This design comes from an exercise in tuning for small area and a short achievable clock period on the open sky130 flow, not from production work.
In this exercise RTL edits were held to simulation tests only and were not proved equivalent to the original.
The clock input has no modelled driver; a real chip could not lean on it and would need a root buffer or a full tree.
Power is estimated from default activity; no workload was simulated.

Setup of v51:
## exec_top
module exec_top (clk, rs1_d, rs2i_d, imm_d, op_a, op_l, op_s, sel_r, bra_c, pc_v, off_v, b_rs1_pc,
                 res_d_op, res_bra, res_brt_dma);
==> flow/config.mk <==
export PLATFORM = sky130hd
export DESIGN_NAME = exec_top
export DESIGN_NICKNAME = exec_top
export VERILOG_FILES = /design/flow/design.v
export SDC_FILE = /design/flow/constraint.sdc
export NUM_CORES = 4
export LEC_CHECK = 0
export ABC_AREA = 1
export CAP_MARGIN = 20
export CORE_MARGIN = 2
export CORE_UTILIZATION = 45
export SETUP_SLACK_MARGIN = 3.2
export SLEW_MARGIN = 20
==> flow/constraint.sdc <==
create_clock -name core_clock -period 5.5 [get_ports {clk}]
set_input_delay 1.1000 -clock core_clock [delete_from_list [all_inputs] [get_ports {clk}]]
set_output_delay 1.1000 -clock core_clock [all_outputs]
set_load 0.01 [all_outputs]
standard.sh (not shown) runs the stock make flow with config.mk's settings and CLKGATE_MAP_FILE= SYNTH_SCRIPT=/design/flow/synth_recipe.tcl, a recipe that flattens the netlist after the stock synthesis.
==> flow/flow/run.sh <==
#!/bin/bash
# Standard ORFS layout, with two changes to how it is made:
#  - synthesis leaves adders to ABC (no full/half-adder cell extraction),
#  - ports are buffered with the plain sky130 buffer instead of a delay cell.
set -euo pipefail
bash standard.sh ADDER_MAP_FILE= "BUFFER_PORTS_ARGS=-buffer_cell sky130_fd_sc_hd__buf_1" finish > flow_make.log 2>&1
Setup changes, v51 to v1
# v51
export LEC_CHECK = 0
export ABC_AREA = 1
export CAP_MARGIN = 20
export CORE_MARGIN = 2
export CORE_UTILIZATION = 45
export SETUP_SLACK_MARGIN = 3.2
export SLEW_MARGIN = 20
create_clock -name core_clock -period 5.5 [get_ports {clk}]
# v1
export LEC_CHECK = 0
export ABC_AREA = 1
export CAP_MARGIN = 20
export CORE_MARGIN = 2
export CORE_UTILIZATION = 45
export SLEW_MARGIN = 20
create_clock -name core_clock -period 5.5 [get_ports {clk}]
## What came out
- Measured against v1, the routed length per instance of v51 comes out at 1.06 times the reference value.
- v1 has less setup slack than v51.
- v1: layout-stage area growth over the synthesis result is 6.7 points lower than what v51 reported.
- Comparing v51 and v1, the lower final cycle utilization of the critical path is on v51.
- Count of non-CTS inverters in the layout: v1 vs v51 down 0.80%
- Compared with v51, v1 shows via total after detailed routing lower by about 2.8%.
- Comparing v51 and v1, slew at the pin closest to its max-slew limit is lower on v51.
- Row sequential share of layout area: v1 higher / v51 lower
- v51 has a higher average vias per placed instance than v1.
Edits applied to the flow inputs when going from v1 to v31:
# v1
export LEC_CHECK = 0
export ABC_AREA = 1
export CAP_MARGIN = 20
export CORE_MARGIN = 2
export CORE_UTILIZATION = 45
export SLEW_MARGIN = 20
create_clock -name core_clock -period 5.5 [get_ports {clk}]
# v31
export LEC_CHECK = 0
export ABC_AREA = 1
export CAP_MARGIN = 20
export CORE_MARGIN = 2
export CORE_UTILIZATION = 45
export SETUP_SLACK_MARGIN = 2.6
export SLEW_MARGIN = 20
create_clock -name core_clock -period 5.5 [get_ports {clk}]
--- outcome ---
For total global-route track usage, v31 and v1 come out practically identical. Total power essentially unchanged between v31 and v1. Compared to v1, v31 has worst setup slack 0.64 ns higher. Final area: v31 vs v1 up about 0.4%. Compared with v1, in v31 internal power contribution roughly the same, ratio of routed vias to standard cells saw a decrease, wire length stayed essentially flat, tightest hold margin about even.
Input changes introduced in v3 (baseline for comparison: v31):
# v31
export LEC_CHECK = 0
export ABC_AREA = 1
export CAP_MARGIN = 20
export CORE_MARGIN = 2
export CORE_UTILIZATION = 45
export SETUP_SLACK_MARGIN = 2.6
export SLEW_MARGIN = 20
create_clock -name core_clock -period 5.5 [get_ports {clk}]
# v3
export LEC_CHECK = 0
export ABC_AREA = 1
export CAP_MARGIN = 20
export CORE_MARGIN = 2
export CORE_UTILIZATION = 45
export SETUP_SLACK_MARGIN = 3.4
export SLEW_MARGIN = 20
create_clock -name core_clock -period 5.5 [get_ports {clk}]
[summary]
Re sequential share of layout area: v31 and v3 aren't equal, and the higher value belongs to v31.
v3 — initial antenna violation count 1 lower, v31 as reference
Switching fraction of total power ends up lower on v31.
From v31 to v3 the numbers moved as follows: detailed-route wire length has increased, final area has increased, actual transition at the worst max-transition pin has decreased, via-per-instance ratio has increased.

* * *

Another version of the RTL of exec_top (not shown whole).
Size: ~2,100 cells after synthesis, about 240 I/O pins, ~13,000 um^2 of cells after synthesis.
==> flow/config.mk <==
export PLATFORM = sky130hd
export DESIGN_NAME = exec_top
export DESIGN_NICKNAME = exec_top
export VERILOG_FILES = /design/flow/design.v
export SDC_FILE = /design/flow/constraint.sdc
export NUM_CORES = 4
export LEC_CHECK = 0
export ABC_AREA = 1
export CAP_MARGIN = 20
export CORE_MARGIN = 2
export CORE_UTILIZATION = 45
export SETUP_SLACK_MARGIN = 3.5
export SLEW_MARGIN = 20
export TNS_END_PERCENT = 10
==> flow/constraint.sdc <==
create_clock -name core_clock -period 5.5 [get_ports {clk}]
set_input_delay 1.1000 -clock core_clock [delete_from_list [all_inputs] [get_ports {clk}]]
set_output_delay 1.1000 -clock core_clock [all_outputs]
set_load 0.01 [all_outputs]
==> flow/flow/run.sh <==
#!/bin/bash
# Standard ORFS layout, with these changes to how it is made:
#  - synthesis leaves adders to ABC (no full/half-adder cell extraction),
#  - ports are buffered with the plain sky130 buffer instead of a delay cell,
#  - after CTS, flow/tree.tcl rebuilds the clock tree two buffers deep
#    (separate roots for the input and the output registers, with one more
#    stage before the output registers' roots), then timing is repaired.
set -euo pipefail
FLOW_DIR=$(cd "$(dirname "$0")" && pwd)
bash standard.sh ADDER_MAP_FILE= "BUFFER_PORTS_ARGS=-buffer_cell sky130_fd_sc_hd__buf_1" \
  SKIP_CTS_REPAIR_TIMING=1 POST_CTS_TCL=$FLOW_DIR/tree.tcl \
  TREE_LEAF_BUF=sky130_fd_sc_hd__clkbuf_16 TREE_ROOT_BUF=sky130_fd_sc_hd__clkbuf_16 \
  TREE_OUT_PRE_BUF=sky130_fd_sc_hd__clkbuf_16 \
  TREE_IN_GROUP=16 TREE_IN_ROOTS=2 TREE_OUT_GROUP=16 TREE_OUT_ROOTS=1 \
  finish > flow_make.log 2>&1
==> flow/flow/tree.tcl <==
# Replace the clock tree with a shallow one: the clock port drives a few root
# buffers, each root drives leaf buffers, each leaf drives a cluster of nearby
# registers. The input registers and the output registers get separate roots.
set block [ord::get_db_block]
set db [ord::get_db]
set clk_net [[$block findBTerm clk] getNet]

proc kmeans {pts k} {
  set n [llength $pts]
  set sorted [lsort -real -index 0 $pts]
  set cents {}
  for {set i 0} {$i < $k} {incr i} { lappend cents [lindex $sorted [expr {int(($i + 0.5) * $n / $k)}]] }
  for {set iter 0} {$iter < 30} {incr iter} {
    set asg {}
    foreach p $pts {
      set best 0; set bd 1e30
      for {set i 0} {$i < $k} {incr i} {
        lassign [lindex $cents $i] cx cy
        set d [expr {abs([lindex $p 0] - $cx) + abs([lindex $p 1] - $cy)}]
        if {$d < $bd} { set bd $d; set best $i }
      }
      lappend asg $best
    }
    set nc {}
    for {set i 0} {$i < $k} {incr i} {
      set sx 0; set sy 0; set c 0
      foreach p $pts a $asg { if {$a == $i} { set sx [expr {$sx + [lindex $p 0]}]; set sy [expr {$sy + [lindex $p 1]}]; incr c } }
      if {$c} { lappend nc [list [expr {$sx / $c}] [expr {$sy / $c}]] } else { lappend nc [lindex $cents $i] }
    }
    set cents $nc
  }
  return [list $cents $asg]
}

proc make_buf {name master x y in_net} {
  set block [ord::get_db_block]
  set buf [odb::dbInst_create $block $master $name]
  $buf setLocation [expr {int($x)}] [expr {int($y)}]
  $buf setPlacementStatus PLACED
  set net [odb::dbNet_create $block "net_$name"]
  $net setSigType CLOCK
  [$buf findITerm A] connect $in_net
  [$buf findITerm X] connect $net
  return $net
}

# all registers
set ins {}; set outs {}
foreach inst [$block getInsts] {
  if {![string match "*dfxtp*" [[$inst getMaster] getName]]} continue
  if {[string match "q_*" [$inst getName]]} { lappend ins $inst } else { lappend outs $inst }
}

# remove the old tree: every cell on the clock nets but the registers
# (buffers, inverters and the dummy loads CTS adds for balance)
set clock_nets [list $clk_net]
foreach net [$block getNets] {
  if {[$net getSigType] eq "CLOCK" && $net ne $clk_net} { lappend clock_nets $net }
}
foreach f [concat $ins $outs] { [$f findITerm CLK] disconnect }
set old {}
foreach net $clock_nets {
  foreach it [$net getITerms] {
    set inst [$it getInst]
    if {[lsearch -exact $old $inst] < 0} { lappend old $inst }
  }
}
foreach inst $old { odb::dbInst_destroy $inst }
foreach net [lrange $clock_nets 1 end] { odb::dbNet_destroy $net }
puts "tree: removed [llength $old] clock cells and [expr {[llength $clock_nets] - 1}] clock nets"

set leaf_master [$db findMaster $::env(TREE_LEAF_BUF)]
set root_master [$db findMaster $::env(TREE_ROOT_BUF)]
set li 0
foreach {group regs per nroots} [list in $ins $::env(TREE_IN_GROUP) $::env(TREE_IN_ROOTS) out $outs $::env(TREE_OUT_GROUP) $::env(TREE_OUT_ROOTS)] {
  set pts {}
  foreach f $regs { lassign [$f getLocation] x y; lappend pts [list [expr {double($x)}] [expr {double($y)}]] }
  set k [expr {int(ceil([llength $regs] / double($per)))}]
  lassign [kmeans $pts $k] cents asg
  # roots over the leaf centroids (none: the leaves hang off the clock port)
  if {$nroots == 0} {
    set rcents {}; set rasg {}
    foreach c $cents { lappend rasg 0 }
  } else {
    lassign [kmeans $cents $nroots] rcents rasg
  }
  set root_nets {}
  set src $clk_net
  if {$group eq "out" && [info exists ::env(TREE_OUT_PRE_BUF)] && $::env(TREE_OUT_PRE_BUF) ne ""} {
    # one more stage before the output registers' roots: useful skew for the
    # paths from the input registers to the output registers
    lassign [lindex [expr {[llength $rcents] ? $rcents : $cents}] 0] rx ry
    set src [make_buf "clkpre_out" [$db findMaster $::env(TREE_OUT_PRE_BUF)] $rx $ry $clk_net]
  }
  for {set r 0} {$r < $nroots} {incr r} {
    lassign [lindex $rcents $r] rx ry
    lappend root_nets [make_buf "clkroot_${group}_$r" $root_master $rx $ry $src]
  }
  if {$nroots == 0} { set root_nets [list $src] }
  for {set i 0} {$i < $k} {incr i} {
    set members {}
    foreach f $regs a $asg { if {$a == $i} { lappend members $f } }
    if {![llength $members]} continue
    lassign [lindex $cents $i] cx cy
    set net [make_buf "clkleaf_${group}_$i" $leaf_master $cx $cy [lindex $root_nets [lindex $rasg $i]]]
    foreach f $members { [$f findITerm CLK] connect $net }
    puts "tree: clkleaf_${group}_$i (root [lindex $rasg $i]) drives [llength $members] registers"
  }
}

global_connect
detailed_placement
estimate_parasitics -placement
report_clock_skew
repair_timing_helper
detailed_placement
check_placement -verbose
Rerun with:
Settings changed: SETUP_SLACK_MARGIN 3.5 to 3.4.
Outcome: Worst hold slack improved by 0.0075 ns. Sequential share of layout area goes up by 2.2 points. Worst setup slack got worse by 0.038 ns. Wire length goes down by 4.8%. Area after synthesis does not change. Synthesized cell count stays the same. Utilization goes down by 5.1 points. Sequential power is about the same.
Rerun with:
Settings changed: SETUP_SLACK_MARGIN 3.4 to 3.3.
What happened:
- register-to-register slack loses 0.13 ns
- sequential cell count stays the same
- die area does not change
- routed wire length shrinks slightly
- setup slack loses 0.12 ns
- final cell count is about the same
- combinational power hardly moves
Rerun with:
Settings changed: SETUP_SLACK_MARGIN 3.3 to 3.45.
Outcome: The new run passed the timing, DRC and antenna checks. Final cell count rose by about 1.5%. Critical path depth goes up by 2. Final area came out higher by about 8%. Setup slack improved by 0.12 ns. Global-route usage rose by 0.65 points. Worst hold slack stays flat. Register-to-register slack is better by 0.12 ns. Combinational power came out higher by about 10%. Via count rose by about 3.4%. Synthesized cell count stays the same.
Rerun with:
--- a/flow/flow/run.sh
+++ b/flow/flow/run.sh
@@ -14 +14 @@
-  TREE_IN_GROUP=16 TREE_IN_ROOTS=2 TREE_OUT_GROUP=16 TREE_OUT_ROOTS=1 \
+  TREE_IN_GROUP=24 TREE_IN_ROOTS=2 TREE_OUT_GROUP=22 TREE_OUT_ROOTS=1 \
Settings changed: SETUP_SLACK_MARGIN 3.45 to 3.4.
What happened: The new run finished with timing, DRC and antenna clean; synthesized area is unchanged; worst hold slack improves by 0.014 ns; maximum frequency is about the same; total power came out lower by 7.1%; worst setup slack stays flat; die area stays the same; cell count came out lower by 1.3%; utilization fell by 3.9 points; combinational power is lower by about 9%; wire length falls by 4.2%.
In every run of this note, the design's own scripts or RTL, not TritonCTS, make the clock network.

port drivers added, routing unchanged:
How much do the figures lean on ideal ports? The routed layouts below were timed once more, with nothing changed but the port constraints.
Step 1, drivers: a clkbuf_16 drives clk and a buf_2 each remaining input, both assumed.
Step 2 also shifts input and output timing later by t, the mid clock arrival at the registers, as if the neighbouring blocks saw the same clock.
Three values: no drivers, after step 1, after step 2; two values: the first two.
| run | t, ns | slack for setup (ns) | clock arrival spread, ns |
|---|---|---|---|
| v51 | 0.583 | 3.258 / 3.258 / 3.258 | 0.016 / 0.017 |
| v1 | 0.577 | 2.125 / 2.125 / 2.125 | 0.017 / 0.017 |
| v31 | 0.577 | 2.768 / 2.768 / 2.768 | 0.017 / 0.017 |
| v3 | 0.585 | 3.283 / 3.283 / 3.283 | 0.017 / 0.017 |
| the first run of note 2 | 0.472 | 3.472 / 3.391 / 3.490 | 0.183 / 0.183 |
| the second run of note 2 | 0.473 | 3.434 / 3.352 / 3.445 | 0.177 / 0.177 |
| the third run of note 2 | 0.471 | 3.319 / 3.319 / 3.319 | 0.177 / 0.176 |
| the fourth run of note 2 | 0.469 | 3.436 / 3.369 / 3.436 | 0.178 / 0.178 |
| the fifth run of note 2 | 0.474 | 3.433 / 3.351 / 3.458 | 0.155 / 0.155 |
After both steps setup and hold are still met in every run listed.
